Context: an optimization exercise on an open-source flow, tuned for small area and a short achievable clock period. The choices shown serve that exercise and are no tape-out recipe.
Where RTL was checked, it was by simulation tests only, not by an equivalence proof against the original.
Power is estimated from default activity; no workload was simulated.

## the reference run
==> flow/design.v <==
module fir_retimed #(
    parameter N_TAPS = 4,
    parameter DATA_WIDTH = 18,
    parameter COEFF_WIDTH = 18
) (
    input clk,
    input reset_n,
    input ena,
    input signed [DATA_WIDTH-1:0] data_in,
    output signed [(DATA_WIDTH + COEFF_WIDTH + 2)-1:0] data_out
);
    localparam KIND = 4;
    reg signed [17:0] x0, x1;
    reg signed [18:0] u;
    reg signed [20:0] s2;
    reg signed [21:0] s1;
    reg signed [21:0] s;
    reg signed [23:0] z;
    wire [18:0] u_next;
    wire [20:0] s2_next;
    wire [21:0] s1_next;
    wire [21:0] s_next;
    wire [23:0] z_next;
    pfx_add #(.W(19), .KIND(KIND)) add_u (
        .a({x0[17], x0}), .b({x1[17], x1}), .ci(1'b0), .s(u_next));
    pfx_add #(.W(21), .KIND(KIND)) add_s2 (
        .a({u, 2'b00}), .b(~{{3{x1[17]}}, x1}), .ci(1'b1), .s(s2_next));
    pfx_add #(.W(21), .KIND(KIND)) add_s1 (
        .a({s2[20], s2[20:1]}), .b({{3{x1[17]}}, x1}), .ci(1'b0), .s(s1_next[21:1]));
    assign s1_next[0] = s2[0];
    pfx_add #(.W(22), .KIND(KIND)) add_s (
        .a(s1), .b({{4{x1[17]}}, x1}), .ci(1'b0), .s(s_next));
    pfx_add #(.W(22), .KIND(KIND)) add_z (
        .a({s[21], s[21], s[21:2]}), .b(s), .ci(1'b0), .s(z_next[23:2]));
    assign z_next[1:0] = s[1:0];
    always @(posedge clk or negedge reset_n) begin
        if (!reset_n) begin
            x0 <= 18'd0;
            x1 <= 18'd0;
            u  <= 19'd0;
            s2 <= 21'd0;
            s1 <= 22'd0;
            s  <= 22'd0;
            z  <= 24'd0;
        end else if (ena) begin
            x0 <= data_in;
            x1 <= x0;
            u  <= u_next;
            s2 <= s2_next;
            s1 <= s1_next;
            s  <= s_next;
            z  <= z_next;
        end
    end
    assign data_out = {{13{z[23]}}, z, 1'b0};
endmodule
module pfx_add #(parameter W = 22, parameter KIND = 0) (
    input  [W-1:0] a,
    input  [W-1:0] b,
    input          ci,
    output [W-1:0] s
);
    reg [W-1:0] g, p, p0, gp2, pp2;
    integer i, l, j;
    always @* begin
        p0 = a ^ b;
        g  = a & b;
        p  = p0;
        g[0] = g[0] | (p[0] & ci);
        if (KIND == 0) begin
            for (l = 1; (1 << l) <= 2*W; l = l + 1)
                for (j = (1 << l) - 1; j < W; j = j + (1 << l)) begin
                    g[j] = g[j] | (p[j] & g[j - (1 << (l-1))]);
                    p[j] = p[j] & p[j - (1 << (l-1))];
                end
            for (l = 12; l > 0; l = l - 1)
                for (j = (1 << l) + (1 << (l-1)) - 1; j < W; j = j + (1 << l)) begin
                    g[j] = g[j] | (p[j] & g[j - (1 << (l-1))]);
                    p[j] = p[j] & p[j - (1 << (l-1))];
                end
        end else if (KIND == 1) begin
            for (l = 0; (1 << l) < W; l = l + 1)
                for (i = W - 1; i >= 0; i = i - 1)
                    if ((i >> l) & 1) begin
                        j = ((i >> l) << l) - 1;
                        g[i] = g[i] | (p[i] & g[j]);
                        p[i] = p[i] & p[j];
                    end
        end else if (KIND == 4) begin
            gp2 = g; pp2 = p;
            for (i = 2; i < W; i = i + 2) begin
                gp2[i] = g[i] | (p[i] & g[i-1]);
                pp2[i] = p[i] & p[i-1];
            end
            for (l = 0; (1 << l) < W; l = l + 1)
                for (i = W - 1; i >= 0; i = i - 1)
                    if ((i >> l) & 1) begin
                        j = ((i >> l) << l) - 1;
                        if (j == i - 1 && j > 0 && ((i >> (l+1)) == 0)) begin
                            g[i] = gp2[i] | (pp2[i] & g[i-2]);
                            p[i] = pp2[i] & p[i-2];
                        end else begin
                            g[i] = g[i] | (p[i] & g[j]);
                            p[i] = p[i] & p[j];
                        end
                    end
        end else if (KIND == 2) begin
            for (l = 0; (1 << l) < W; l = l + 1)
                for (i = W - 1; i >= (1 << l); i = i - 1) begin
                    g[i] = g[i] | (p[i] & g[i - (1 << l)]);
                    p[i] = p[i] & p[i - (1 << l)];
                end
        end else begin
            for (i = 1; i < W; i = i + 1)
                g[i] = g[i] | (p[i] & g[i-1]);
        end
    end
    assign s = p0 ^ {g[W-2:0], ci};
endmodule
Settings: LEC_CHECK=0, ABC_AREA=1, CAP_MARGIN=20, CORE_MARGIN=2, CORE_UTILIZATION=40, SETUP_SLACK_MARGIN=1.8, SLEW_MARGIN=20; clock period 4.5 ns.
standard.sh (not shown) runs the stock make flow with config.mk's settings and CLKGATE_MAP_FILE= SYNTH_SCRIPT=/design/flow/synth_recipe.tcl, a recipe that flattens the netlist after the stock synthesis.
==> flow/flow/run.sh <==
#!/bin/bash
# The standard layout, with plain buffers (not delay cells) on the ports.
set -euo pipefail
bash standard.sh BUFFER_PORTS_ARGS="-buffer_cell sky130_fd_sc_hd__buf_2" finish > make_finish.log 2>&1
Input changes introduced in the trial run (baseline for comparison: the reference run):
--- a/flow/design.v
+++ b/flow/design.v
@@ -10,5 +10,5 @@
     output signed [(DATA_WIDTH + COEFF_WIDTH + 2)-1:0] data_out
 );
-    localparam KIND = 4;
+    localparam KIND = 1;
     reg signed [17:0] x0, x1;
     reg signed [18:0] u;
@@ -61,5 +61,5 @@
     output [W-1:0] s
 );
-    reg [W-1:0] g, p, p0, gp2, pp2;
+    reg [W-1:0] g, p, p0;
     integer i, l, j;
     always @* begin
@@ -87,22 +87,4 @@
                         p[i] = p[i] & p[j];
                     end
-        end else if (KIND == 4) begin
-            gp2 = g; pp2 = p;
-            for (i = 2; i < W; i = i + 2) begin
-                gp2[i] = g[i] | (p[i] & g[i-1]);
-                pp2[i] = p[i] & p[i-1];
-            end
-            for (l = 0; (1 << l) < W; l = l + 1)
-                for (i = W - 1; i >= 0; i = i - 1)
-                    if ((i >> l) & 1) begin
-                        j = ((i >> l) << l) - 1;
-                        if (j == i - 1 && j > 0 && ((i >> (l+1)) == 0)) begin
-                            g[i] = gp2[i] | (pp2[i] & g[i-2]);
-                            p[i] = pp2[i] & p[i-2];
-                        end else begin
-                            g[i] = g[i] | (p[i] & g[j]);
-                            p[i] = p[i] & p[j];
-                        end
-                    end
         end else if (KIND == 2) begin
             for (l = 0; (1 << l) < W; l = l + 1)
==> summary.txt <==
- The higher maximum ir drop on the vdd rail came out of the trial run.
- Taking the reference run as the reference, in the trial run met3 global-route usage closely matched the old numbers; initial core utilization flat.
- Comparing the reference run and the trial run, data arrival time of the critical path is lower on the reference run.
- Higher fraction of standard cell area in multi-input logic goes to the reference run over the trial run.
- As of the trial run, post-synthesis cell count had fallen by a few percent compared to the reference run.
- Number of setup buffers added after CTS delta (the reference run -> the trial run): insignificant
- Post-synthesis cell type count (the trial run over the reference run): increase, 3
- Summary — routed wire length, the trial run relative to the reference run: lower, by 1300 um.
No run of this note included a check of the RTL's function; only the layout flow was run.

---

// fir_retimed: RTL as listed in full above, without the edits since
clock: 4.5 ns
lec_check: 0
abc_area: 1
cap_margin: 0
core_margin: 2
core_utilization: 40
cts_buf_list: sky130_fd_sc_hd__clkbuf_8
setup_slack_margin: 1.8
slew_margin: 0
==> flow/flow/run.sh <==
#!/bin/bash
# The standard layout, with plain buffers (not delay cells) on the ports.
set -euo pipefail
bash standard.sh BUFFER_PORTS_ARGS="-buffer_cell sky130_fd_sc_hd__buf_1" finish > make_finish.log 2>&1
==> next run, changes <==
--- a/flow/design.v
+++ b/flow/design.v
@@ -6,13 +6,13 @@
     input clk,
     input reset_n,
     input ena,
     input signed [DATA_WIDTH-1:0] data_in,
     output signed [(DATA_WIDTH + COEFF_WIDTH + 2)-1:0] data_out
 );
-    localparam KIND = 4;
+    localparam KIND = 0;
     reg signed [17:0] x0, x1;
     reg signed [18:0] u;
     reg signed [20:0] s2;
     reg signed [21:0] s1;
     reg signed [21:0] s;
     reg signed [23:0] z;
@@ -57,13 +57,13 @@
 module pfx_add #(parameter W = 22, parameter KIND = 0) (
     input  [W-1:0] a,
     input  [W-1:0] b,
     input          ci,
     output [W-1:0] s
 );
-    reg [W-1:0] g, p, p0, gp2, pp2;
+    reg [W-1:0] g, p, p0;
     integer i, l, j;
     always @* begin
         p0 = a ^ b;
         g  = a & b;
         p  = p0;
         g[0] = g[0] | (p[0] & ci);
@@ -83,30 +83,12 @@
                 for (i = W - 1; i >= 0; i = i - 1)
                     if ((i >> l) & 1) begin
                         j = ((i >> l) << l) - 1;
                         g[i] = g[i] | (p[i] & g[j]);
                         p[i] = p[i] & p[j];
                     end
-        end else if (KIND == 4) begin
-            gp2 = g; pp2 = p;
-            for (i = 2; i < W; i = i + 2) begin
-                gp2[i] = g[i] | (p[i] & g[i-1]);
-                pp2[i] = p[i] & p[i-1];
-            end
-            for (l = 0; (1 << l) < W; l = l + 1)
-                for (i = W - 1; i >= 0; i = i - 1)
-                    if ((i >> l) & 1) begin
-                        j = ((i >> l) << l) - 1;
-                        if (j == i - 1 && j > 0 && ((i >> (l+1)) == 0)) begin
-                            g[i] = gp2[i] | (pp2[i] & g[i-2]);
-                            p[i] = pp2[i] & p[i-2];
-                        end else begin
-                            g[i] = g[i] | (p[i] & g[j]);
-                            p[i] = p[i] & p[j];
-                        end
-                    end
         end else if (KIND == 2) begin
             for (l = 0; (1 << l) < W; l = l + 1)
                 for (i = W - 1; i >= (1 << l); i = i - 1) begin
                     g[i] = g[i] | (p[i] & g[i - (1 << l)]);
                     p[i] = p[i] & p[i - (1 << l)];
                 end
The new run went through all stages and came out clean.
Worst setup slack is worse by 0.43 ns.
Fmax falls by about 17%.
Hold slack gets worse by 0.044 ns.
Routed wire length fell by about 12%.
Critical path depth increases by 9.
Via count goes down by 18%.
Synthesized area is lower by about 6%.
Function not checked in the first run of this note: the RTL went through the layout flow alone.

---

job 4442:
Starts from the design.v that is shown in full above.
export LEC_CHECK = 0
export ABC_AREA = 1
export CAP_MARGIN = 0
export CORE_MARGIN = 2
export CORE_UTILIZATION = 40
export CTS_BUF_LIST = sky130_fd_sc_hd__clkbuf_8
export SETUP_SLACK_MARGIN = 2.4
export SLEW_MARGIN = 0
create_clock -name core_clock -period 4.5 [get_ports {clk}]
Scripts as last shown in full above: flow/flow/run.sh
Input-level comparison between job 2766 and job 4442:
diff --git a/flow/design.v b/flow/design.v
--- a/flow/design.v
+++ b/flow/design.v
@@ -6,19 +6,20 @@
     input clk,
     input reset_n,
     input ena,
     input signed [DATA_WIDTH-1:0] data_in,
     output signed [(DATA_WIDTH + COEFF_WIDTH + 2)-1:0] data_out
 );
-    localparam KIND = 4;
+    localparam KIND = 5;
     reg signed [17:0] x0, x1;
     reg signed [18:0] u;
     reg signed [20:0] s2;
     reg signed [21:0] s1;
     reg signed [21:0] s;
     reg signed [23:0] z;
+    reg zs;
     wire [18:0] u_next;
     wire [20:0] s2_next;
     wire [21:0] s1_next;
     wire [21:0] s_next;
     wire [23:0] z_next;
     pfx_add #(.W(19), .KIND(KIND)) add_u (
@@ -39,23 +40,25 @@
             x1 <= 18'd0;
             u  <= 19'd0;
             s2 <= 21'd0;
             s1 <= 22'd0;
             s  <= 22'd0;
             z  <= 24'd0;
+            zs <= 1'b0;
         end else if (ena) begin
             x0 <= data_in;
             x1 <= x0;
             u  <= u_next;
             s2 <= s2_next;
             s1 <= s1_next;
             s  <= s_next;
             z  <= z_next;
+            zs <= s[21];
         end
     end
-    assign data_out = {{13{z[23]}}, z, 1'b0};
+    assign data_out = {{7{zs}}, {6{z[23]}}, z, 1'b0};
 endmodule
 module pfx_add #(parameter W = 22, parameter KIND = 0) (
     input  [W-1:0] a,
     input  [W-1:0] b,
     input          ci,
     output [W-1:0] s
@@ -83,23 +86,26 @@
                 for (i = W - 1; i >= 0; i = i - 1)
                     if ((i >> l) & 1) begin
                         j = ((i >> l) << l) - 1;
                         g[i] = g[i] | (p[i] & g[j]);
                         p[i] = p[i] & p[j];
                     end
-        end else if (KIND == 4) begin
+        end else if (KIND == 4 || KIND == 5) begin
             gp2 = g; pp2 = p;
             for (i = 2; i < W; i = i + 2) begin
                 gp2[i] = g[i] | (p[i] & g[i-1]);
                 pp2[i] = p[i] & p[i-1];
             end
             for (l = 0; (1 << l) < W; l = l + 1)
                 for (i = W - 1; i >= 0; i = i - 1)
                     if ((i >> l) & 1) begin
                         j = ((i >> l) << l) - 1;
-                        if (j == i - 1 && j > 0 && ((i >> (l+1)) == 0)) begin
+                        if (KIND == 5 && i == 1) begin
+                            g[1] = g[1] | ((p[1] & a[0]) & b[0]) | ((p[1] & p0[0]) & ci);
+                            p[1] = p[1] & p[0];
+                        end else if (j == i - 1 && j > 0 && ((i >> (l+1)) == 0)) begin
                             g[i] = gp2[i] | (pp2[i] & g[i-2]);
                             p[i] = pp2[i] & p[i-2];
                         end else begin
                             g[i] = g[i] | (p[i] & g[j]);
                             p[i] = p[i] & p[j];
                         end
[summary]
Relative to job 4442, job 2766 improves synthesized area.
Of the two values seen for slowest stage cell on the critical path, sky130_fd_sc_hd__dfrtp_2 was produced by job 4442 and sky130_fd_sc_hd__bufinv_8 by job 2766.
On power drawn by the sequential cells, job 4442 and job 2766 are neck and neck.
Job 2766 has tap cell instance count below what job 4442 had.
Compared with job 4442, job 2766 shows a higher worst setup slack.
In job 2766 the number of buffers added for setup after CTS turned out 3 lower than in job 4442.
Looking at type of the worst setup path, the in -> reg result is from job 2766; the reg -> out one comes from job 4442.
Job 2766 ends up with a data required time at the worst endpoint that is 1.24 ns higher than in job 4442.
Sort job 4442 and job 2766 by power, descending, and job 4442 comes first.
Post-synthesis share of cell area spent on full adders, half adders and majority gates in job 2766 is 0.61 points lower than in job 4442
In the flow results for job 4442 and job 2766, the count of placed standard cells in the final layout, fillers left out is larger on job 4442.
The wire length of the first global-routing pass in job 2766 was lower than what job 4442 gave.
No functional check of the RTL was part of any run of this note.

## re-timing with driven ports
The flow's constraints put no driver on any port. The routed layouts listed below were extracted and timed again, unchanged, in two steps. Step 1 (the two cells are an assumption about what drives the block):
set clk [get_ports {clk}]
set_driving_cell -lib_cell sky130_fd_sc_hd__clkbuf_16 $clk
set_driving_cell -lib_cell sky130_fd_sc_hd__buf_2 [delete_from_list [all_inputs] $clk]
Step 2 moves the port delays by t, midway between the first and last clock arrival at a register: inputs arrive t later, outputs are due t later. That takes back most of the time a late clock gives input paths. Slacks: ideal / step 1 / step 2; pairs: ideal / step 1.
run	shift t [ns]	setup WS [ns]	hold WS [ns]	worst setup path at the end	worst register clock-pin slew, ns
the reference run	0.462	2.335 / 2.335 / 1.952	0.465 / 0.465 / 0.465	input to register	0.07 / 0.07
the trial run	0.460	2.038 / 2.038 / 1.873	0.465 / 0.465 / 0.465	input to register	0.06 / 0.06
the first run of note 2	0.485	2.341 / 2.320 / 1.872	0.475 / 0.475 / 0.475	input to register	0.08 / 0.08
the second run of note 2	0.493	1.913 / 1.913 / 1.913	0.430 / 0.418 / 0.474	register to register	0.09 / 0.09
job 4442	0.485	2.451 / 2.414 / 2.204	0.475 / 0.475 / 0.475	input to register	0.08 / 0.08
job 2766	0.478	2.499 / 2.488 / 2.039	0.480 / 0.480 / 0.480	input to register	0.09 / 0.09
After both steps setup and hold are still met in every run listed. The setup slack of the first run of note 2, which loses most, moves by -0.021 ns with the drivers and by -0.469 ns with both steps.
